Context: an optimization exercise on an open-source flow, tuned for small area. The choices shown serve that exercise and are no tape-out recipe. The RTL was checked by simulation tests, not by an equivalence proof against the original design.

<file path="flow/run.sh">
#!/bin/bash
# synth_recipe.tcl (not shown) runs the flow's synth.tcl, then flattens the netlist and writes it again
# the make line also repeats each setting of config.mk as NAME=value (left out here)
make -C /OpenROAD-flow-scripts/flow DESIGN_CONFIG=/design/flow/config.mk WORK_HOME=/design/flow/orfs CLKGATE_MAP_FILE= SYNTH_SCRIPT=/design/flow/synth_recipe.tcl finish
</file>
<file path="flow/config.mk">
export PLATFORM = sky130hd
export DESIGN_NAME = DE1_SoC
export DESIGN_NICKNAME = DE1_SoC
export VERILOG_FILES = /design/flow/design.v
export SDC_FILE = /design/flow/constraint.sdc
export NUM_CORES = 4
export LEC_CHECK = 0
export ABC_AREA = 1
export CAP_MARGIN = 20
export CORE_MARGIN = 2
export CORE_UTILIZATION = 40
export SLEW_MARGIN = 20
</file>
<file path="flow/constraint.sdc">
create_clock -name core_clock -period 10.0 [get_ports {CLOCK_50}]
set_input_delay 2.0000 -clock core_clock [delete_from_list [all_inputs] [get_ports {CLOCK_50}]]
set_output_delay 2.0000 -clock core_clock [all_outputs]
set_load 0.01 [all_outputs]
</file>
<file path="flow/design.v">
module DFF_2 (clk, reset, D, Q);
	output logic Q;
	input logic clk, reset, D;
	logic [1:0] q;
	always_ff @(posedge clk) begin
		if (reset) q <= 2'b00;
		else       q <= {q[0], D};
	end
	assign Q = q[1];
endmodule
module button (clk, reset, inputButton, out);
	input logic clk, reset;
	input logic inputButton;
	output logic out;
	logic tempOut;
	DFF_2 d0 (.clk, .reset, .D(~inputButton), .Q(tempOut));
	logic [1:0] ps;
	always_ff @(posedge clk) begin
		if (reset) ps <= 2'b00;
		else begin
			ps[0] <= ~ps[1] & (tempOut | ps[0]);
			ps[1] <= ps[0] & ~ps[1] & ~tempOut;
		end
	end
	assign out = ps[1];
endmodule
module counters (clk, reset, increase, HEX0);
	input logic clk, reset, increase;
	output logic [6:0] HEX0;
	logic [3:0] ps;
	always_ff @(posedge clk) begin
		if (reset)         ps <= 4'd0;
		else if (increase) ps <= ps + 4'd1;
	end
	always_comb begin
		case (ps)
			4'd0:    HEX0 = 7'b1000000;
			4'd1:    HEX0 = 7'b1111001;
			4'd2:    HEX0 = 7'b0100100;
			4'd3:    HEX0 = 7'b0110000;
			4'd4:    HEX0 = 7'b0011001;
			4'd5:    HEX0 = 7'b0010010;
			4'd6:    HEX0 = 7'b0000010;
			4'd7:    HEX0 = 7'b1111000;
			4'd8:    HEX0 = 7'b0000000;
			4'd9:    HEX0 = 7'b0010000;
			default: HEX0 = 7'b1111111;
		endcase
	end
endmodule
module collision (clk, hit, resetgame);
	input logic clk, hit;
	output logic resetgame;
	always_ff @(posedge clk) resetgame <= hit;
endmodule
module frog (clk, reset, resetField, left, right, up, down, fr, fc);
	input logic clk, reset, resetField, left, right, up, down;
	output logic [3:0] fr, fc;
	always_ff @(posedge clk) begin
		if (reset | resetField | (up & (fr == 4'd15))) begin
			fr <= 4'd0;
			fc <= 4'd9;
		end else if (down) begin
			if (fr != 4'd0) fr <= fr - 4'd1;
		end else if (up) begin
			fr <= fr + 4'd1;
		end else if (right) begin
			fc <= fc - 4'd1;
		end else if (left) begin
			fc <= fc + 4'd1;
		end
	end
endmodule
module speedEnable (clk, reset, level, enable);
	input logic clk, reset;
	input logic [3:0] level;
	output logic enable;
	logic [13:0] num;
	always_ff @(posedge clk) begin
		if (reset) num <= '0;
		else       num <= num + 14'd1;
	end
	logic e4, e3, e2, e1;
	assign e4 = (num[10:0] == 11'd1);
	assign e3 = e4 & ~num[11];
	assign e2 = e3 & ~num[12];
	assign e1 = e2 & ~num[13];
	always_comb begin
		if (level == 4'b0010)      enable = e2;
		else if (level == 4'b0100) enable = e3;
		else if (level == 4'b1000) enable = e4;
		else                       enable = e1;
	end
endmodule
module car_tables (row, q, i, j);
  input  logic [3:0] row;
  input  logic [5:0] q;
  output logic [3:0] i, j;
  always_comb begin
    i = 4'd0;
    case ({row, q})
      10'd0: i = 4'd0;
      10'd1: i = 4'd0;
      10'd2: i = 4'd0;
      10'd3: i = 4'd0;
      10'd4: i = 4'd0;
      10'd5: i = 4'd0;
      10'd6: i = 4'd0;
      10'd7: i = 4'd0;
      10'd8: i = 4'd0;
      10'd9: i = 4'd0;
      10'd10: i = 4'd0;
      10'd11: i = 4'd0;
      10'd12: i = 4'd0;
      10'd13: i = 4'd0;
      10'd14: i = 4'd0;
      10'd15: i = 4'd0;
      10'd16: i = 4'd0;
      10'd17: i = 4'd0;
      10'd18: i = 4'd0;
      10'd19: i = 4'd0;
      10'd20: i = 4'd0;
      10'd21: i = 4'd0;
      10'd22: i = 4'd0;
      10'd23: i = 4'd0;
      10'd24: i = 4'd0;
      10'd25: i = 4'd0;
      10'd26: i = 4'd0;
      10'd27: i = 4'd0;
      10'd28: i = 4'd0;
      10'd29: i = 4'd0;
      10'd30: i = 4'd0;
      10'd31: i = 4'd0;
      10'd32: i = 4'd0;
      10'd33: i = 4'd0;
      10'd34: i = 4'd0;
      10'd35: i = 4'd0;
      10'd36: i = 4'd0;
      10'd37: i = 4'd0;
      10'd38: i = 4'd0;
      10'd39: i = 4'd0;
      10'd40: i = 4'd0;
      10'd41: i = 4'd0;
      10'd42: i = 4'd0;
      10'd43: i = 4'd0;
      10'd44: i = 4'd0;
      10'd45: i = 4'd0;
      10'd46: i = 4'd0;
      10'd47: i = 4'd0;
      10'd48: i = 4'd0;
      10'd49: i = 4'd0;
      10'd50: i = 4'd0;
      10'd51: i = 4'd0;
      10'd52: i = 4'd0;
      10'd53: i = 4'd0;
      10'd54: i = 4'd0;
      10'd55: i = 4'd0;
      10'd56: i = 4'd0;
      10'd57: i = 4'd0;
      10'd58: i = 4'd0;
      10'd59: i = 4'd0;
      10'd60: i = 4'd0;
      10'd61: i = 4'd0;
      10'd62: i = 4'd0;
      10'd63: i = 4'd0;
      10'd64: i = 4'd1;
      10'd65: i = 4'd2;
      10'd66: i = 4'd3;
      10'd67: i = 4'd6;
      10'd68: i = 4'd12;
      10'd69: i = 4'd9;
      10'd70: i = 4'd15;
      10'd71: i = 4'd1;
      10'd72: i = 4'd2;
      10'd73: i = 4'd3;
      10'd74: i = 4'd6;
      10'd75: i = 4'd12;
      10'd76: i = 4'd9;
      10'd77: i = 4'd15;
      10'd78: i = 4'd1;
      10'd79: i = 4'd2;
      10'd80: i = 4'd3;
      10'd81: i = 4'd6;
      10'd82: i = 4'd12;
      10'd83: i = 4'd9;
      10'd84: i = 4'd15;
      10'd85: i = 4'd1;
      10'd86: i = 4'd2;
      10'd87: i = 4'd3;
      10'd88: i = 4'd6;
      10'd89: i = 4'd12;
      10'd90: i = 4'd9;
      10'd91: i = 4'd15;
      10'd92: i = 4'd1;
      10'd93: i = 4'd2;
      10'd94: i = 4'd3;
      10'd95: i = 4'd6;
      10'd96: i = 4'd12;
      10'd97: i = 4'd9;
      10'd98: i = 4'd15;
      10'd99: i = 4'd1;
      10'd100: i = 4'd2;
      10'd101: i = 4'd3;
      10'd102: i = 4'd6;
      10'd103: i = 4'd12;
      10'd104: i = 4'd9;
      10'd105: i = 4'd15;
      10'd106: i = 4'd1;
      10'd107: i = 4'd2;
      10'd108: i = 4'd3;
      10'd109: i = 4'd6;
      10'd110: i = 4'd12;
      10'd111: i = 4'd9;
      10'd112: i = 4'd15;
      10'd113: i = 4'd1;
      10'd114: i = 4'd2;
      10'd115: i = 4'd3;
      10'd116: i = 4'd6;
      10'd117: i = 4'd12;
      10'd118: i = 4'd9;
      10'd119: i = 4'd15;
      10'd120: i = 4'd1;
      10'd121: i = 4'd2;
      10'd122: i = 4'd3;
      10'd123: i = 4'd6;
      10'd124: i = 4'd12;
      10'd125: i = 4'd9;
      10'd126: i = 4'd15;
      10'd127: i = 4'd1;
      10'd128: i = 4'd2;
      10'd129: i = 4'd3;
      10'd130: i = 4'd6;
      10'd131: i = 4'd12;
      10'd132: i = 4'd9;
      10'd133: i = 4'd15;
      10'd134: i = 4'd1;
      10'd135: i = 4'd2;
      10'd136: i = 4'd3;
      10'd137: i = 4'd6;
      10'd138: i = 4'd12;
      10'd139: i = 4'd9;
      10'd140: i = 4'd15;
      10'd141: i = 4'd1;
      10'd142: i = 4'd2;
      10'd143: i = 4'd3;
      10'd144: i = 4'd6;
      10'd145: i = 4'd12;
      10'd146: i = 4'd9;
      10'd147: i = 4'd15;
      10'd148: i = 4'd1;
      10'd149: i = 4'd2;
      10'd150: i = 4'd3;
      10'd151: i = 4'd6;
      10'd152: i = 4'd12;
      10'd153: i = 4'd9;
      10'd154: i = 4'd15;
      10'd155: i = 4'd1;
      10'd156: i = 4'd2;
      10'd157: i = 4'd3;
      10'd158: i = 4'd6;
      10'd159: i = 4'd12;
      10'd160: i = 4'd9;
      10'd161: i = 4'd15;
      10'd162: i = 4'd1;
      10'd163: i = 4'd2;
      10'd164: i = 4'd3;
      10'd165: i = 4'd6;
      10'd166: i = 4'd12;
      10'd167: i = 4'd9;
      10'd168: i = 4'd15;
      10'd169: i = 4'd1;
      10'd170: i = 4'd2;
      10'd171: i = 4'd3;
      10'd172: i = 4'd6;
      10'd173: i = 4'd12;
      10'd174: i = 4'd9;
      10'd175: i = 4'd15;
      10'd176: i = 4'd1;
      10'd177: i = 4'd2;
      10'd178: i = 4'd3;
      10'd179: i = 4'd6;
      10'd180: i = 4'd12;
      10'd181: i = 4'd9;
      10'd182: i = 4'd15;
      10'd183: i = 4'd1;
      10'd184: i = 4'd2;
      10'd185: i = 4'd3;
      10'd186: i = 4'd6;
      10'd187: i = 4'd12;
      10'd188: i = 4'd9;
      10'd189: i = 4'd15;
      10'd190: i = 4'd1;
      10'd191: i = 4'd2;
      10'd192: i = 4'd3;
      10'd193: i = 4'd6;
      10'd194: i = 4'd12;
      10'd195: i = 4'd9;
      10'd196: i = 4'd15;
      10'd197: i = 4'd1;
      10'd198: i = 4'd2;
      10'd199: i = 4'd3;
      10'd200: i = 4'd6;
      10'd201: i = 4'd12;
      10'd202: i = 4'd9;
      10'd203: i = 4'd15;
      10'd204: i = 4'd1;
      10'd205: i = 4'd2;
      10'd206: i = 4'd3;
      10'd207: i = 4'd6;
      10'd208: i = 4'd12;
      10'd209: i = 4'd9;
      10'd210: i = 4'd15;
      10'd211: i = 4'd1;
      10'd212: i = 4'd2;
      10'd213: i = 4'd3;
      10'd214: i = 4'd6;
      10'd215: i = 4'd12;
      10'd216: i = 4'd9;
      10'd217: i = 4'd15;
      10'd218: i = 4'd1;
      10'd219: i = 4'd2;
      10'd220: i = 4'd3;
      10'd221: i = 4'd6;
      10'd222: i = 4'd12;
      10'd223: i = 4'd9;
      10'd224: i = 4'd15;
      10'd225: i = 4'd1;
      10'd226: i = 4'd2;
      10'd227: i = 4'd3;
      10'd228: i = 4'd6;
      10'd229: i = 4'd12;
      10'd230: i = 4'd9;
      10'd231: i = 4'd15;
      10'd232: i = 4'd1;
      10'd233: i = 4'd2;
      10'd234: i = 4'd3;
      10'd235: i = 4'd6;
      10'd236: i = 4'd12;
      10'd237: i = 4'd9;
      10'd238: i = 4'd15;
      10'd239: i = 4'd1;
      10'd240: i = 4'd2;
      10'd241: i = 4'd3;
      10'd242: i = 4'd6;
      10'd243: i = 4'd12;
      10'd244: i = 4'd9;
      10'd245: i = 4'd15;
      10'd246: i = 4'd1;
      10'd247: i = 4'd2;
      10'd248: i = 4'd3;
      10'd249: i = 4'd6;
      10'd250: i = 4'd12;
      10'd251: i = 4'd9;
      10'd252: i = 4'd15;
      10'd253: i = 4'd1;
      10'd254: i = 4'd2;
      10'd255: i = 4'd3;
      10'd256: i = 4'd4;
      10'd257: i = 4'd8;
      10'd258: i = 4'd14;
      10'd259: i = 4'd4;
      10'd260: i = 4'd8;
      10'd261: i = 4'd14;
      10'd262: i = 4'd4;
      10'd263: i = 4'd8;
      10'd264: i = 4'd14;
      10'd265: i = 4'd4;
      10'd266: i = 4'd8;
      10'd267: i = 4'd14;
      10'd268: i = 4'd4;
      10'd269: i = 4'd8;
      10'd270: i = 4'd14;
      10'd271: i = 4'd4;
      10'd272: i = 4'd8;
      10'd273: i = 4'd14;
      10'd274: i = 4'd4;
      10'd275: i = 4'd8;
      10'd276: i = 4'd14;
      10'd277: i = 4'd4;
      10'd278: i = 4'd8;
      10'd279: i = 4'd14;
      10'd280: i = 4'd4;
      10'd281: i = 4'd8;
      10'd282: i = 4'd14;
      10'd283: i = 4'd4;
      10'd284: i = 4'd8;
      10'd285: i = 4'd14;
      10'd286: i = 4'd4;
      10'd287: i = 4'd8;
      10'd288: i = 4'd14;
      10'd289: i = 4'd4;
      10'd290: i = 4'd8;
      10'd291: i = 4'd14;
      10'd292: i = 4'd4;
      10'd293: i = 4'd8;
      10'd294: i = 4'd14;
      10'd295: i = 4'd4;
      10'd296: i = 4'd8;
      10'd297: i = 4'd14;
      10'd298: i = 4'd4;
      10'd299: i = 4'd8;
      10'd300: i = 4'd14;
      10'd301: i = 4'd4;
      10'd302: i = 4'd8;
      10'd303: i = 4'd14;
      10'd304: i = 4'd4;
      10'd305: i = 4'd8;
      10'd306: i = 4'd14;
      10'd307: i = 4'd4;
      10'd308: i = 4'd8;
      10'd309: i = 4'd14;
      10'd310: i = 4'd4;
      10'd311: i = 4'd8;
      10'd312: i = 4'd14;
      10'd313: i = 4'd4;
      10'd314: i = 4'd8;
      10'd315: i = 4'd14;
      10'd316: i = 4'd4;
      10'd317: i = 4'd8;
      10'd318: i = 4'd14;
      10'd319: i = 4'd4;
      10'd320: i = 4'd5;
      10'd321: i = 4'd10;
      10'd322: i = 4'd13;
      10'd323: i = 4'd7;
      10'd324: i = 4'd13;
      10'd325: i = 4'd7;
      10'd326: i = 4'd13;
      10'd327: i = 4'd7;
      10'd328: i = 4'd13;
      10'd329: i = 4'd7;
      10'd330: i = 4'd13;
      10'd331: i = 4'd7;
      10'd332: i = 4'd13;
      10'd333: i = 4'd7;
      10'd334: i = 4'd13;
      10'd335: i = 4'd7;
      10'd336: i = 4'd13;
      10'd337: i = 4'd7;
      10'd338: i = 4'd13;
      10'd339: i = 4'd7;
      10'd340: i = 4'd13;
      10'd341: i = 4'd7;
      10'd342: i = 4'd13;
      10'd343: i = 4'd7;
      10'd344: i = 4'd13;
      10'd345: i = 4'd7;
      10'd346: i = 4'd13;
      10'd347: i = 4'd7;
      10'd348: i = 4'd13;
      10'd349: i = 4'd7;
      10'd350: i = 4'd13;
      10'd351: i = 4'd7;
      10'd352: i = 4'd13;
      10'd353: i = 4'd7;
      10'd354: i = 4'd13;
      10'd355: i = 4'd7;
      10'd356: i = 4'd13;
      10'd357: i = 4'd7;
      10'd358: i = 4'd13;
      10'd359: i = 4'd7;
      10'd360: i = 4'd13;
      10'd361: i = 4'd7;
      10'd362: i = 4'd13;
      10'd363: i = 4'd7;
      10'd364: i = 4'd13;
      10'd365: i = 4'd7;
      10'd366: i = 4'd13;
      10'd367: i = 4'd7;
      10'd368: i = 4'd13;
      10'd369: i = 4'd7;
      10'd370: i = 4'd13;
      10'd371: i = 4'd7;
      10'd372: i = 4'd13;
      10'd373: i = 4'd7;
      10'd374: i = 4'd13;
      10'd375: i = 4'd7;
      10'd376: i = 4'd13;
      10'd377: i = 4'd7;
      10'd378: i = 4'd13;
      10'd379: i = 4'd7;
      10'd380: i = 4'd13;
      10'd381: i = 4'd7;
      10'd382: i = 4'd13;
      10'd383: i = 4'd7;
      10'd384: i = 4'd6;
      10'd385: i = 4'd12;
      10'd386: i = 4'd9;
      10'd387: i = 4'd15;
      10'd388: i = 4'd1;
      10'd389: i = 4'd2;
      10'd390: i = 4'd3;
      10'd391: i = 4'd6;
      10'd392: i = 4'd12;
      10'd393: i = 4'd9;
      10'd394: i = 4'd15;
      10'd395: i = 4'd1;
      10'd396: i = 4'd2;
      10'd397: i = 4'd3;
      10'd398: i = 4'd6;
      10'd399: i = 4'd12;
      10'd400: i = 4'd9;
      10'd401: i = 4'd15;
      10'd402: i = 4'd1;
      10'd403: i = 4'd2;
      10'd404: i = 4'd3;
      10'd405: i = 4'd6;
      10'd406: i = 4'd12;
      10'd407: i = 4'd9;
      10'd408: i = 4'd15;
      10'd409: i = 4'd1;
      10'd410: i = 4'd2;
      10'd411: i = 4'd3;
      10'd412: i = 4'd6;
      10'd413: i = 4'd12;
      10'd414: i = 4'd9;
      10'd415: i = 4'd15;
      10'd416: i = 4'd1;
      10'd417: i = 4'd2;
      10'd418: i = 4'd3;
      10'd419: i = 4'd6;
      10'd420: i = 4'd12;
      10'd421: i = 4'd9;
      10'd422: i = 4'd15;
      10'd423: i = 4'd1;
      10'd424: i = 4'd2;
      10'd425: i = 4'd3;
      10'd426: i = 4'd6;
      10'd427: i = 4'd12;
      10'd428: i = 4'd9;
      10'd429: i = 4'd15;
      10'd430: i = 4'd1;
      10'd431: i = 4'd2;
      10'd432: i = 4'd3;
      10'd433: i = 4'd6;
      10'd434: i = 4'd12;
      10'd435: i = 4'd9;
      10'd436: i = 4'd15;
      10'd437: i = 4'd1;
      10'd438: i = 4'd2;
      10'd439: i = 4'd3;
      10'd440: i = 4'd6;
      10'd441: i = 4'd12;
      10'd442: i = 4'd9;
      10'd443: i = 4'd15;
      10'd444: i = 4'd1;
      10'd445: i = 4'd2;
      10'd446: i = 4'd3;
      10'd447: i = 4'd6;
      10'd448: i = 4'd7;
      10'd449: i = 4'd13;
      10'd450: i = 4'd7;
      10'd451: i = 4'd13;
      10'd452: i = 4'd7;
      10'd453: i = 4'd13;
      10'd454: i = 4'd7;
      10'd455: i = 4'd13;
      10'd456: i = 4'd7;
      10'd457: i = 4'd13;
      10'd458: i = 4'd7;
      10'd459: i = 4'd13;
      10'd460: i = 4'd7;
      10'd461: i = 4'd13;
      10'd462: i = 4'd7;
      10'd463: i = 4'd13;
      10'd464: i = 4'd7;
      10'd465: i = 4'd13;
      10'd466: i = 4'd7;
      10'd467: i = 4'd13;
      10'd468: i = 4'd7;
      10'd469: i = 4'd13;
      10'd470: i = 4'd7;
      10'd471: i = 4'd13;
      10'd472: i = 4'd7;
      10'd473: i = 4'd13;
      10'd474: i = 4'd7;
      10'd475: i = 4'd13;
      10'd476: i = 4'd7;
      10'd477: i = 4'd13;
      10'd478: i = 4'd7;
      10'd479: i = 4'd13;
      10'd480: i = 4'd7;
      10'd481: i = 4'd13;
      10'd482: i = 4'd7;
      10'd483: i = 4'd13;
      10'd484: i = 4'd7;
      10'd485: i = 4'd13;
      10'd486: i = 4'd7;
      10'd487: i = 4'd13;
      10'd488: i = 4'd7;
      10'd489: i = 4'd13;
      10'd490: i = 4'd7;
      10'd491: i = 4'd13;
      10'd492: i = 4'd7;
      10'd493: i = 4'd13;
      10'd494: i = 4'd7;
      10'd495: i = 4'd13;
      10'd496: i = 4'd7;
      10'd497: i = 4'd13;
      10'd498: i = 4'd7;
      10'd499: i = 4'd13;
      10'd500: i = 4'd7;
      10'd501: i = 4'd13;
      10'd502: i = 4'd7;
      10'd503: i = 4'd13;
      10'd504: i = 4'd7;
      10'd505: i = 4'd13;
      10'd506: i = 4'd7;
      10'd507: i = 4'd13;
      10'd508: i = 4'd7;
      10'd509: i = 4'd13;
      10'd510: i = 4'd7;
      10'd511: i = 4'd13;
      10'd512: i = 4'd8;
      10'd513: i = 4'd14;
      10'd514: i = 4'd4;
      10'd515: i = 4'd8;
      10'd516: i = 4'd14;
      10'd517: i = 4'd4;
      10'd518: i = 4'd8;
      10'd519: i = 4'd14;
      10'd520: i = 4'd4;
      10'd521: i = 4'd8;
      10'd522: i = 4'd14;
      10'd523: i = 4'd4;
      10'd524: i = 4'd8;
      10'd525: i = 4'd14;
      10'd526: i = 4'd4;
      10'd527: i = 4'd8;
      10'd528: i = 4'd14;
      10'd529: i = 4'd4;
      10'd530: i = 4'd8;
      10'd531: i = 4'd14;
      10'd532: i = 4'd4;
      10'd533: i = 4'd8;
      10'd534: i = 4'd14;
      10'd535: i = 4'd4;
      10'd536: i = 4'd8;
      10'd537: i = 4'd14;
      10'd538: i = 4'd4;
      10'd539: i = 4'd8;
      10'd540: i = 4'd14;
      10'd541: i = 4'd4;
      10'd542: i = 4'd8;
      10'd543: i = 4'd14;
      10'd544: i = 4'd4;
      10'd545: i = 4'd8;
      10'd546: i = 4'd14;
      10'd547: i = 4'd4;
      10'd548: i = 4'd8;
      10'd549: i = 4'd14;
      10'd550: i = 4'd4;
      10'd551: i = 4'd8;
      10'd552: i = 4'd14;
      10'd553: i = 4'd4;
      10'd554: i = 4'd8;
      10'd555: i = 4'd14;
      10'd556: i = 4'd4;
      10'd557: i = 4'd8;
      10'd558: i = 4'd14;
      10'd559: i = 4'd4;
      10'd560: i = 4'd8;
      10'd561: i = 4'd14;
      10'd562: i = 4'd4;
      10'd563: i = 4'd8;
      10'd564: i = 4'd14;
      10'd565: i = 4'd4;
      10'd566: i = 4'd8;
      10'd567: i = 4'd14;
      10'd568: i = 4'd4;
      10'd569: i = 4'd8;
      10'd570: i = 4'd14;
      10'd571: i = 4'd4;
      10'd572: i = 4'd8;
      10'd573: i = 4'd14;
      10'd574: i = 4'd4;
      10'd575: i = 4'd8;
      10'd576: i = 4'd9;
      10'd577: i = 4'd15;
      10'd578: i = 4'd1;
      10'd579: i = 4'd2;
      10'd580: i = 4'd3;
      10'd581: i = 4'd6;
      10'd582: i = 4'd12;
      10'd583: i = 4'd9;
      10'd584: i = 4'd15;
      10'd585: i = 4'd1;
      10'd586: i = 4'd2;
      10'd587: i = 4'd3;
      10'd588: i = 4'd6;
      10'd589: i = 4'd12;
      10'd590: i = 4'd9;
      10'd591: i = 4'd15;
      10'd592: i = 4'd1;
      10'd593: i = 4'd2;
      10'd594: i = 4'd3;
      10'd595: i = 4'd6;
      10'd596: i = 4'd12;
      10'd597: i = 4'd9;
      10'd598: i = 4'd15;
      10'd599: i = 4'd1;
      10'd600: i = 4'd2;
      10'd601: i = 4'd3;
      10'd602: i = 4'd6;
      10'd603: i = 4'd12;
      10'd604: i = 4'd9;
      10'd605: i = 4'd15;
      10'd606: i = 4'd1;
      10'd607: i = 4'd2;
      10'd608: i = 4'd3;
      10'd609: i = 4'd6;
      10'd610: i = 4'd12;
      10'd611: i = 4'd9;
      10'd612: i = 4'd15;
      10'd613: i = 4'd1;
      10'd614: i = 4'd2;
      10'd615: i = 4'd3;
      10'd616: i = 4'd6;
      10'd617: i = 4'd12;
      10'd618: i = 4'd9;
      10'd619: i = 4'd15;
      10'd620: i = 4'd1;
      10'd621: i = 4'd2;
      10'd622: i = 4'd3;
      10'd623: i = 4'd6;
      10'd624: i = 4'd12;
      10'd625: i = 4'd9;
      10'd626: i = 4'd15;
      10'd627: i = 4'd1;
      10'd628: i = 4'd2;
      10'd629: i = 4'd3;
      10'd630: i = 4'd6;
      10'd631: i = 4'd12;
      10'd632: i = 4'd9;
      10'd633: i = 4'd15;
      10'd634: i = 4'd1;
      10'd635: i = 4'd2;
      10'd636: i = 4'd3;
      10'd637: i = 4'd6;
      10'd638: i = 4'd12;
      10'd639: i = 4'd9;
      10'd640: i = 4'd10;
      10'd641: i = 4'd13;
      10'd642: i = 4'd7;
      10'd643: i = 4'd13;
      10'd644: i = 4'd7;
      10'd645: i = 4'd13;
      10'd646: i = 4'd7;
      10'd647: i = 4'd13;
      10'd648: i = 4'd7;
      10'd649: i = 4'd13;
      10'd650: i = 4'd7;
      10'd651: i = 4'd13;
      10'd652: i = 4'd7;
      10'd653: i = 4'd13;
      10'd654: i = 4'd7;
      10'd655: i = 4'd13;
      10'd656: i = 4'd7;
      10'd657: i = 4'd13;
      10'd658: i = 4'd7;
      10'd659: i = 4'd13;
      10'd660: i = 4'd7;
      10'd661: i = 4'd13;
      10'd662: i = 4'd7;
      10'd663: i = 4'd13;
      10'd664: i = 4'd7;
      10'd665: i = 4'd13;
      10'd666: i = 4'd7;
      10'd667: i = 4'd13;
      10'd668: i = 4'd7;
      10'd669: i = 4'd13;
      10'd670: i = 4'd7;
      10'd671: i = 4'd13;
      10'd672: i = 4'd7;
      10'd673: i = 4'd13;
      10'd674: i = 4'd7;
      10'd675: i = 4'd13;
      10'd676: i = 4'd7;
      10'd677: i = 4'd13;
      10'd678: i = 4'd7;
      10'd679: i = 4'd13;
      10'd680: i = 4'd7;
      10'd681: i = 4'd13;
      10'd682: i = 4'd7;
      10'd683: i = 4'd13;
      10'd684: i = 4'd7;
      10'd685: i = 4'd13;
      10'd686: i = 4'd7;
      10'd687: i = 4'd13;
      10'd688: i = 4'd7;
      10'd689: i = 4'd13;
      10'd690: i = 4'd7;
      10'd691: i = 4'd13;
      10'd692: i = 4'd7;
      10'd693: i = 4'd13;
      10'd694: i = 4'd7;
      10'd695: i = 4'd13;
      10'd696: i = 4'd7;
      10'd697: i = 4'd13;
      10'd698: i = 4'd7;
      10'd699: i = 4'd13;
      10'd700: i = 4'd7;
      10'd701: i = 4'd13;
      10'd702: i = 4'd7;
      10'd703: i = 4'd13;
      10'd704: i = 4'd11;
      10'd705: i = 4'd11;
      10'd706: i = 4'd11;
      10'd707: i = 4'd11;
      10'd708: i = 4'd11;
      10'd709: i = 4'd11;
      10'd710: i = 4'd11;
      10'd711: i = 4'd11;
      10'd712: i = 4'd11;
      10'd713: i = 4'd11;
      10'd714: i = 4'd11;
      10'd715: i = 4'd11;
      10'd716: i = 4'd11;
      10'd717: i = 4'd11;
      10'd718: i = 4'd11;
      10'd719: i = 4'd11;
      10'd720: i = 4'd11;
      10'd721: i = 4'd11;
      10'd722: i = 4'd11;
      10'd723: i = 4'd11;
      10'd724: i = 4'd11;
      10'd725: i = 4'd11;
      10'd726: i = 4'd11;
      10'd727: i = 4'd11;
      10'd728: i = 4'd11;
      10'd729: i = 4'd11;
      10'd730: i = 4'd11;
      10'd731: i = 4'd11;
      10'd732: i = 4'd11;
      10'd733: i = 4'd11;
      10'd734: i = 4'd11;
      10'd735: i = 4'd11;
      10'd736: i = 4'd11;
      10'd737: i = 4'd11;
      10'd738: i = 4'd11;
      10'd739: i = 4'd11;
      10'd740: i = 4'd11;
      10'd741: i = 4'd11;
      10'd742: i = 4'd11;
      10'd743: i = 4'd11;
      10'd744: i = 4'd11;
      10'd745: i = 4'd11;
      10'd746: i = 4'd11;
      10'd747: i = 4'd11;
      10'd748: i = 4'd11;
      10'd749: i = 4'd11;
      10'd750: i = 4'd11;
      10'd751: i = 4'd11;
      10'd752: i = 4'd11;
      10'd753: i = 4'd11;
      10'd754: i = 4'd11;
      10'd755: i = 4'd11;
      10'd756: i = 4'd11;
      10'd757: i = 4'd11;
      10'd758: i = 4'd11;
      10'd759: i = 4'd11;
      10'd760: i = 4'd11;
      10'd761: i = 4'd11;
      10'd762: i = 4'd11;
      10'd763: i = 4'd11;
      10'd764: i = 4'd11;
      10'd765: i = 4'd11;
      10'd766: i = 4'd11;
      10'd767: i = 4'd11;
      10'd768: i = 4'd12;
      10'd769: i = 4'd9;
      10'd770: i = 4'd15;
      10'd771: i = 4'd1;
      10'd772: i = 4'd2;
      10'd773: i = 4'd3;
      10'd774: i = 4'd6;
      10'd775: i = 4'd12;
      10'd776: i = 4'd9;
      10'd777: i = 4'd15;
      10'd778: i = 4'd1;
      10'd779: i = 4'd2;
      10'd780: i = 4'd3;
      10'd781: i = 4'd6;
      10'd782: i = 4'd12;
      10'd783: i = 4'd9;
      10'd784: i = 4'd15;
      10'd785: i = 4'd1;
      10'd786: i = 4'd2;
      10'd787: i = 4'd3;
      10'd788: i = 4'd6;
      10'd789: i = 4'd12;
      10'd790: i = 4'd9;
      10'd791: i = 4'd15;
      10'd792: i = 4'd1;
      10'd793: i = 4'd2;
      10'd794: i = 4'd3;
      10'd795: i = 4'd6;
      10'd796: i = 4'd12;
      10'd797: i = 4'd9;
      10'd798: i = 4'd15;
      10'd799: i = 4'd1;
      10'd800: i = 4'd2;
      10'd801: i = 4'd3;
      10'd802: i = 4'd6;
      10'd803: i = 4'd12;
      10'd804: i = 4'd9;
      10'd805: i = 4'd15;
      10'd806: i = 4'd1;
      10'd807: i = 4'd2;
      10'd808: i = 4'd3;
      10'd809: i = 4'd6;
      10'd810: i = 4'd12;
      10'd811: i = 4'd9;
      10'd812: i = 4'd15;
      10'd813: i = 4'd1;
      10'd814: i = 4'd2;
      10'd815: i = 4'd3;
      10'd816: i = 4'd6;
      10'd817: i = 4'd12;
      10'd818: i = 4'd9;
      10'd819: i = 4'd15;
      10'd820: i = 4'd1;
      10'd821: i = 4'd2;
      10'd822: i = 4'd3;
      10'd823: i = 4'd6;
      10'd824: i = 4'd12;
      10'd825: i = 4'd9;
      10'd826: i = 4'd15;
      10'd827: i = 4'd1;
      10'd828: i = 4'd2;
      10'd829: i = 4'd3;
      10'd830: i = 4'd6;
      10'd831: i = 4'd12;
      10'd832: i = 4'd13;
      10'd833: i = 4'd7;
      10'd834: i = 4'd13;
      10'd835: i = 4'd7;
      10'd836: i = 4'd13;
      10'd837: i = 4'd7;
      10'd838: i = 4'd13;
      10'd839: i = 4'd7;
      10'd840: i = 4'd13;
      10'd841: i = 4'd7;
      10'd842: i = 4'd13;
      10'd843: i = 4'd7;
      10'd844: i = 4'd13;
      10'd845: i = 4'd7;
      10'd846: i = 4'd13;
      10'd847: i = 4'd7;
      10'd848: i = 4'd13;
      10'd849: i = 4'd7;
      10'd850: i = 4'd13;
      10'd851: i = 4'd7;
      10'd852: i = 4'd13;
      10'd853: i = 4'd7;
      10'd854: i = 4'd13;
      10'd855: i = 4'd7;
      10'd856: i = 4'd13;
      10'd857: i = 4'd7;
      10'd858: i = 4'd13;
      10'd859: i = 4'd7;
      10'd860: i = 4'd13;
      10'd861: i = 4'd7;
      10'd862: i = 4'd13;
      10'd863: i = 4'd7;
      10'd864: i = 4'd13;
      10'd865: i = 4'd7;
      10'd866: i = 4'd13;
      10'd867: i = 4'd7;
      10'd868: i = 4'd13;
      10'd869: i = 4'd7;
      10'd870: i = 4'd13;
      10'd871: i = 4'd7;
      10'd872: i = 4'd13;
      10'd873: i = 4'd7;
      10'd874: i = 4'd13;
      10'd875: i = 4'd7;
      10'd876: i = 4'd13;
      10'd877: i = 4'd7;
      10'd878: i = 4'd13;
      10'd879: i = 4'd7;
      10'd880: i = 4'd13;
      10'd881: i = 4'd7;
      10'd882: i = 4'd13;
      10'd883: i = 4'd7;
      10'd884: i = 4'd13;
      10'd885: i = 4'd7;
      10'd886: i = 4'd13;
      10'd887: i = 4'd7;
      10'd888: i = 4'd13;
      10'd889: i = 4'd7;
      10'd890: i = 4'd13;
      10'd891: i = 4'd7;
      10'd892: i = 4'd13;
      10'd893: i = 4'd7;
      10'd894: i = 4'd13;
      10'd895: i = 4'd7;
      10'd896: i = 4'd14;
      10'd897: i = 4'd4;
      10'd898: i = 4'd8;
      10'd899: i = 4'd14;
      10'd900: i = 4'd4;
      10'd901: i = 4'd8;
      10'd902: i = 4'd14;
      10'd903: i = 4'd4;
      10'd904: i = 4'd8;
      10'd905: i = 4'd14;
      10'd906: i = 4'd4;
      10'd907: i = 4'd8;
      10'd908: i = 4'd14;
      10'd909: i = 4'd4;
      10'd910: i = 4'd8;
      10'd911: i = 4'd14;
      10'd912: i = 4'd4;
      10'd913: i = 4'd8;
      10'd914: i = 4'd14;
      10'd915: i = 4'd4;
      10'd916: i = 4'd8;
      10'd917: i = 4'd14;
      10'd918: i = 4'd4;
      10'd919: i = 4'd8;
      10'd920: i = 4'd14;
      10'd921: i = 4'd4;
      10'd922: i = 4'd8;
      10'd923: i = 4'd14;
      10'd924: i = 4'd4;
      10'd925: i = 4'd8;
      10'd926: i = 4'd14;
      10'd927: i = 4'd4;
      10'd928: i = 4'd8;
      10'd929: i = 4'd14;
      10'd930: i = 4'd4;
      10'd931: i = 4'd8;
      10'd932: i = 4'd14;
      10'd933: i = 4'd4;
      10'd934: i = 4'd8;
      10'd935: i = 4'd14;
      10'd936: i = 4'd4;
      10'd937: i = 4'd8;
      10'd938: i = 4'd14;
      10'd939: i = 4'd4;
      10'd940: i = 4'd8;
      10'd941: i = 4'd14;
      10'd942: i = 4'd4;
      10'd943: i = 4'd8;
      10'd944: i = 4'd14;
      10'd945: i = 4'd4;
      10'd946: i = 4'd8;
      10'd947: i = 4'd14;
      10'd948: i = 4'd4;
      10'd949: i = 4'd8;
      10'd950: i = 4'd14;
      10'd951: i = 4'd4;
      10'd952: i = 4'd8;
      10'd953: i = 4'd14;
      10'd954: i = 4'd4;
      10'd955: i = 4'd8;
      10'd956: i = 4'd14;
      10'd957: i = 4'd4;
      10'd958: i = 4'd8;
      10'd959: i = 4'd14;
      10'd960: i = 4'd15;
      10'd961: i = 4'd1;
      10'd962: i = 4'd2;
      10'd963: i = 4'd3;
      10'd964: i = 4'd6;
      10'd965: i = 4'd12;
      10'd966: i = 4'd9;
      10'd967: i = 4'd15;
      10'd968: i = 4'd1;
      10'd969: i = 4'd2;
      10'd970: i = 4'd3;
      10'd971: i = 4'd6;
      10'd972: i = 4'd12;
      10'd973: i = 4'd9;
      10'd974: i = 4'd15;
      10'd975: i = 4'd1;
      10'd976: i = 4'd2;
      10'd977: i = 4'd3;
      10'd978: i = 4'd6;
      10'd979: i = 4'd12;
      10'd980: i = 4'd9;
      10'd981: i = 4'd15;
      10'd982: i = 4'd1;
      10'd983: i = 4'd2;
      10'd984: i = 4'd3;
      10'd985: i = 4'd6;
      10'd986: i = 4'd12;
      10'd987: i = 4'd9;
      10'd988: i = 4'd15;
      10'd989: i = 4'd1;
      10'd990: i = 4'd2;
      10'd991: i = 4'd3;
      10'd992: i = 4'd6;
      10'd993: i = 4'd12;
      10'd994: i = 4'd9;
      10'd995: i = 4'd15;
      10'd996: i = 4'd1;
      10'd997: i = 4'd2;
      10'd998: i = 4'd3;
      10'd999: i = 4'd6;
      10'd1000: i = 4'd12;
      10'd1001: i = 4'd9;
      10'd1002: i = 4'd15;
      10'd1003: i = 4'd1;
      10'd1004: i = 4'd2;
      10'd1005: i = 4'd3;
      10'd1006: i = 4'd6;
      10'd1007: i = 4'd12;
      10'd1008: i = 4'd9;
      10'd1009: i = 4'd15;
      10'd1010: i = 4'd1;
      10'd1011: i = 4'd2;
      10'd1012: i = 4'd3;
      10'd1013: i = 4'd6;
      10'd1014: i = 4'd12;
      10'd1015: i = 4'd9;
      10'd1016: i = 4'd15;
      10'd1017: i = 4'd1;
      10'd1018: i = 4'd2;
      10'd1019: i = 4'd3;
      10'd1020: i = 4'd6;
      10'd1021: i = 4'd12;
      10'd1022: i = 4'd9;
      10'd1023: i = 4'd15;
    endcase
  end
  always_comb begin
    j = 4'd0;
    case (i)
      4'd0: j = 4'd0;
      4'd1: j = 4'd2;
      4'd2: j = 4'd3;
      4'd3: j = 4'd6;
      4'd4: j = 4'd8;
      4'd5: j = 4'd10;
      4'd6: j = 4'd12;
      4'd7: j = 4'd13;
      4'd8: j = 4'd14;
      4'd9: j = 4'd15;
      4'd10: j = 4'd13;
      4'd11: j = 4'd11;
      4'd12: j = 4'd9;
      4'd13: j = 4'd7;
      4'd14: j = 4'd4;
      4'd15: j = 4'd1;
    endcase
  end
endmodule
module car_init (i, pat);
  input logic [3:0] i;
  output logic [15:0] pat;
  always_comb begin
    pat = 16'd0;
    case (i)
      4'd0: pat = 16'b0000000000000000;
      4'd1: pat = 16'b1010101100101100;
      4'd2: pat = 16'b1011001100101000;
      4'd3: pat = 16'b0010011001101110;
      4'd4: pat = 16'b1011001100111100;
      4'd5: pat = 16'b1011000100101100;
      4'd6: pat = 16'b1011101100100100;
      4'd7: pat = 16'b1010101000101100;
      4'd8: pat = 16'b1011001100101101;
      4'd9: pat = 16'b1010001100101000;
      4'd10: pat = 16'b1011000110101100;
      4'd11: pat = 16'b1010001100101100;
      4'd12: pat = 16'b1010000100100100;
      4'd13: pat = 16'b0101100110001101;
      4'd14: pat = 16'b1001000001001100;
      4'd15: pat = 16'b1001100101100110;
    endcase
  end
endmodule
module cars (clk, reset, resetField, pause, level, row, redRow, fr, fc, hit);
	input logic clk, reset, resetField, pause;
	input logic [3:0] level;
	input logic [3:0] row, fr, fc;
	output logic [15:0] redRow;
	output logic hit;
	logic enable;
	speedEnable sp(.clk, .reset, .level, .enable);
	logic [3:0] s;
	logic [5:0] q;
	always_ff @(posedge clk) begin
		if (reset || resetField) begin
			s <= 4'd0;
			q <= 6'd0;
		end else if (!pause && enable) begin
			s <= s + 4'd1;
			if (s == 4'd15) q <= (q == 6'd43) ? 6'd2 : q + 6'd1;
		end
	end
	logic [3:0] di, dj;
	logic [15:0] dpi, dpj;
	car_tables dt(.row, .q, .i(di), .j(dj));
	car_init dti(.i(di), .pat(dpi));
	car_init dtj(.i(dj), .pat(dpj));
	logic [31:0] sh;
	assign sh = {dpi, dpj} << s;
	assign redRow = sh[31:16];
	logic [3:0] ci, cj, d;
	logic [15:0] cp;
	car_tables ct(.row(fr), .q, .i(ci), .j(cj));
	assign d = fc - s;
	car_init cti(.i((fc < s) ? cj : ci), .pat(cp));
	assign hit = cp[d];
endmodule
module LEDDriver (CLK, RST, RowSelect);
	input logic CLK, RST;
	output logic [3:0] RowSelect;
	always_ff @(posedge CLK) begin
		if (RST) RowSelect <= 4'd0;
		else     RowSelect <= RowSelect + 4'd1;
	end
endmodule
module DE1_SoC (CLOCK_50, GPIO_1, HEX0, KEY, SW);
	input logic				CLOCK_50;  
	output logic [6:0] HEX0;
	input logic [3:0] KEY;
	input logic [9:0] SW;
	output logic	[35:0] GPIO_1;
	logic clk;
	assign clk = CLOCK_50;
	logic reset, pause;
	assign reset = SW[9];
	assign pause = SW[0];
	logic k1, k2, k3, k4;
	always_comb begin
		if (!SW[1]) begin
			k1 = KEY[1];
			k2 = KEY[3];
			k3 = KEY[2];
			k4 = KEY[0];
		end else begin
			k1 = KEY[3];
			k2 = KEY[2];
			k3 = KEY[1];
			k4 = KEY[0];
		end
	end
	logic L, R, up, down;
	button butLeft(.clk, .reset, .inputButton(k1), .out(L));
	button butUp(.clk, .reset, .inputButton(k2), .out(up));
	button butDown(.clk, .reset, .inputButton(k3), .out(down));
	button butRight(.clk, .reset, .inputButton(k4), .out(R));
	logic resetGame;
	logic [3:0] fr, fc;
	frog f(.clk, .reset, .resetField(resetGame), .left(L), .right(R), .up, .down, .fr, .fc);
	counters score(.clk, .reset, .increase(up & (fr == 4'd15)), .HEX0);
	logic [3:0] row;
	LEDDriver scan(.CLK(clk), .RST(reset | resetGame), .RowSelect(row));
	logic [15:0] redRow;
	logic hit;
	cars car(.clk, .reset, .resetField(resetGame), .pause, .level(SW[6:3]),
	         .row, .redRow, .fr, .fc, .hit);
	collision c(.clk, .hit, .resetgame(resetGame));
	assign GPIO_1[35:32] = row;
	genvar k;
	generate
		for (k = 0; k < 16; k++) begin : px
			assign GPIO_1[31-k] = (row == fr) && (fc == k);
			assign GPIO_1[15-k] = redRow[k];
		end
	endgenerate
endmodule
</file>
==> flow_metrics.py <==
metrics = {
    "run_status": {
        "status": "finished clean",
    },
    "floorplan": {
        "rows": 52,
        "die_area_um2": 21900,
        "ios": 58,
        "core_um2": 20300,
        "start_util_pct": 40.8,
        "fp.dieH_um": 148,
        "die_w_um": 148,
    },
    "final_layout": {
        "layout-drive-gt1-share_pct": 4.89,
        "final_common_cell": "nand2_1",
        "n_antenna_cell": 0,
        "area_growth_pct": 11.5,
        "multiInputGateArea_um2": 6140,
        "fillCellCount": 2253,
        "nNetsFinal": 1560,
        "regArea_um2": 1280,
        "final_cell_mix": "nand2_1, nand3_1, inv_1, nor2_1, dfxtp_1",
    },
    "setup_path": {
        "crit_path_end_kind": "output pin",
        "reg2reg_from": "car.q[0]$_SDFFE_PP0P_",
        "path_common_cell": "nand2_1",
        "reg2reg_setup_slack_ns": 4.92,
        "reg2reg_depth": 29,
        "cpPeakStageDelay_ns": 0.79,
        "reg2reg_to": "c.resetgame$_DFF_P_",
        "cp.required_ns": 8.00,
        "startpoint_type": "flop",
        "crit_type": "reg -> out",
        "crit_fanout": 14,
        "slowest_stage": "dfxtp_1",
        "cp.arrival_ns": 6.09,
    },
    "clocking": {
        "cts_tree": "built",
        "ctsResizeCount": 0,
        "root_buffer": "clkbuf_16",
        "clk_pin_slew_ns": 0.06,
        "htreeDepth": 3,
        "cts_hold_buf": 0,
        "clockBufferDepth": 2,
        "post-cts-setup-buffer-count": 0,
        "cts_num_sinks": 64,
        "cts_buffers": 9,
        "clk_latency_ns": 0.33,
    },
    "sta": {
        "tightest_slew_ns": 0.995,
        "max-slew-margin-rel_pct": 33.6,
        "period_share_pct": 80.9,
        "hold_violations": 0,
        "fmax_ghz": 0.124,
        "setup_tns_ns": 0,
        "setup_viol": 0,
        "rsz0062_at_grt": "false",
        "finClkSkew_ns": 0.00618,
        "period_minus_slack_ns": 8.09,
        "hold_ws_ns": 0.399,
        "fin_ws_ns": 1.91,
        "slew_viol_final": 0,
    },
    "grt": {
        "grt_pass1_wl_mm": 42.5,
        "grt-ovfl-total": 0,
        "grt_pass1_vias": 8602,
        "grt_usage_pct": 23.3,
        "antenna_found_initial": 0,
        "grt_start_max_net_pins": 36,
    },
    "detailed_routing": {
        "avgViaCountPerCell": 5.49,
        "first_pass_iters": 6,
        "routed_wl_mm": 25.9,
        "drc": 0,
        "dr.first_iter.drc_count": 1013,
        "wire_per_inst_um": 14.7,
        "vias": 9684,
        "ant_nets": 0,
    },
    "synth": {
        "syn_nets": 1551,
        "synth_compound_area_share_pct": 10.4,
        "synthAdderAreaFrac_pct": 8.63,
        "synthSimpleGateAreaFrac_pct": 53.4,
        "dominantRegCellSynth": "dfxtp_1",
        "synth_xor_area_share_pct": 1.37,
        "synth_top_family_by_area": "simple AND/OR/NAND/NOR gates",
        "yosysTopAreaCell": "nand3_1",
        "ys_seq_area_share_pct": 15.5,
        "avgSynthCellArea_um2": 5.60,
        "synth_area_um2": 8290,
        "synth.distinct_cells": 48,
        "synth_mux_area_share_pct": 0.241,
        "synth_top_area_share_pct": 20.2,
        "ys_warn_count": 11,
        "synthTopCellsByArea": "nand3_1, nand2_1, dfxtp_1",
        "ys_ff_latch": 64,
        "synth_edf_count": 0,
        "synth-async-reset-ratio_pct": 0,
        "synthCells": 1480,
    },
    "power_and_ir_drop": {
        "sequentialPowerShare_pct": 17.3,
        "vdd_drop_max_uv": 111,
        "leakagePower_nw": 4.28,
        "cellPowerDensity_nw_per_um2": 181,
        "power_frac_comb_pct": 61.2,
        "switchingPower_w": 0.000795,
        "clkPwrFrac_pct": 21.5,
        "power_w": 0.00168,
        "swShare_pct": 47.4,
        "p_int_w": 0.000881,
    },
    "placed_design": {
        "portBuffers": 54,
        "place_congestion": 0.940,
        "place_ws_ns": 2.41,
        "place_hpwl_mm": 19.9,
    },
    "worst_hold_path": {
        "min_to": "butUp.d0.q[1]$_SDFF_PP0_",
        "worstHoldPathCells": 2,
        "hold_start": "butUp.d0.q[0]$_SDFF_PP0_",
        "holdCritPathClass": "reg -> reg",
    },
    "run": {
        "maxCapViolCount": 0,
    },
}
[per-stage QoR]
| step | std cells | area [µm²] | util (%) |
|---|---|---|---|
| 2_1_floorplan | 1480 | 8290 | - |
| 3_3_place_gp | 1748 | 8900 | 43.8 |
| 3_5_place_dp | 1748 | 8900 | 43.8 |
| 4_1_cts | 1764 | 9250 | 45.5 |
| 5_1_grt | 1764 | 9250 | 45.5 |
| 6_report | 1764 | 9250 | 45.5 |
[worst max-delay path by stage]
stage	start	end
after floorplan	car.q[0]$_SDFFE_PP0P_	GPIO_1[11]
after global placement	car.q[0]$_SDFFE_PP0P_	GPIO_1[13]
after detailed placement	car.q[0]$_SDFFE_PP0P_	GPIO_1[15]
after CTS	car.q[0]$_SDFFE_PP0P_	GPIO_1[10]
after global routing	car.q[0]$_SDFFE_PP0P_	GPIO_1[15]
final	car.q[0]$_SDFFE_PP0P_	GPIO_1[13]
[sequential cells by signal, indices dropped and copies added (netlist names)]
| name | count |
|---|---|
| score.ps | 4 |
| c.resetgame | 1 |
| car.s | 4 |
| car.q | 6 |
| butDown.d0.q | 2 |
| car.sp.num | 14 |
| scan.RowSelect | 4 |
| HEX0 | 7 |
| butRight.ps | 2 |
| butRight.d0.q | 2 |
| butLeft.ps | 2 |
| butLeft.d0.q | 2 |
| f.fr | 4 |
| f.fc | 4 |
| butDown.ps | 2 |
| butUp.d0.q | 2 |
| butUp.ps | 2 |
[cells by family after synthesis]
group / after synthesis
AOI/OAI and AO/OA: 152
xor gates and xnor gates: 13
adders and majority gates: 56
buffers and inverters: 209
DFF: 64
muxes: 2
and+or+nand+nor: 984
[critical path, delay by kind of cell, from the launching register on]
family | cells | cell delay [ns]
AO/OA/AOI/OAI | 1 | 0.41
AND/OR/NAND/NOR | 18 | 2.36
adder cells (fa/ha/maj) | 3 | 0.95
flip-flops | 1 | 0.79
buffers and inverters | 6 | 1.24
[per-layer routing]
| metal | track usage, % | share of wire, % |
|---|---|---|
| met1 | 33.9 | 48 |
| met4 | 5.71 | 1.6 |
| met3 | 3.46 | 7.3 |
| met5 | 0 | 0 |
| met2 | 36.0 | 43 |
[power groups by stage]
stage	Combinational, W	Clock (W)	Sequential [W]
global placement	0.00101	0	0.000296
floorplan	0.000731	0	0.000282
detailed placement	0.00101	0	0.000295
global route	0.00115	0.000378	0.000293
CTS	0.00102	0.000367	0.000290
finish	0.00103	0.000360	0.000291
[cell usage after synthesis (2+ instances only)]
| cell | number |
|---|---|
| a31oi_1 | 3 |
| dfxtp_1 | 64 |
| nand3_2 | 8 |
| inv_2 | 7 |
| ha_1 | 54 |
| nand3b_1 | 3 |
| o21ai_0 | 57 |
| xor2_1 | 10 |
| fa_1 | 2 |
| nor3b_1 | 4 |
| mux2i_1 | 2 |
| o311ai_0 | 2 |
| buf_4 | 3 |
| nand2_2 | 14 |
| nor2_1 | 118 |
| buf_1 | 7 |
| o22ai_1 | 3 |
| nor3_1 | 15 |
| nor4_1 | 4 |
| clkbuf_1 | 23 |
| buf_2 | 25 |
| o31ai_1 | 2 |
| a21oi_1 | 48 |
| inv_1 | 134 |
| o211ai_1 | 11 |
| a211oi_1 | 5 |
| nand2_1 | 439 |
| or2_2 | 4 |
| nand2_4 | 5 |
| nor2_4 | 2 |
| nor2_2 | 3 |
| buf_6 | 4 |
| xnor2_1 | 3 |
| a21boi_0 | 5 |
| o21ai_1 | 8 |
| o21ai_2 | 3 |
| nand4_1 | 29 |
| clkinv_1 | 4 |
| nand3_1 | 334 |
[cell type report]
class / count / share of cell area, %
clock inverters: 7 / 1.30
multi-input cells: 1207 / 66.4
repair buffers: 61 / 6.41
inverters: 146 / 5.98
well taps: 270 / 3.65
clock buffers: 9 / 2.44
flip-flops and latches: 64 / 13.9

-- afterwards: timing with drivers on the ports --
In the flow no input, the clock included, has a driving cell. The finished layout below was timed again as built, in two steps. Step 1, drivers: a clkbuf_16 drives CLOCK_50 and a buf_2 each remaining input, both assumed. Step 2 also shifts input and output timing later by t, the mid clock arrival at the registers, as if the neighbouring blocks saw the same clock. Slacks: no drivers / after step 1 / after step 2; pairs: no drivers / after step 1.
shift t [ns]: 0.363
slack for setup (ns): 1.912 / 1.874 / 2.237
slew at the worst register clock pin (ns): 0.06 / 0.06
After both steps this run still meets setup and hold. For this run, drivers alone change the setup slack by -0.038 ns; drivers and shift together by +0.325 ns.
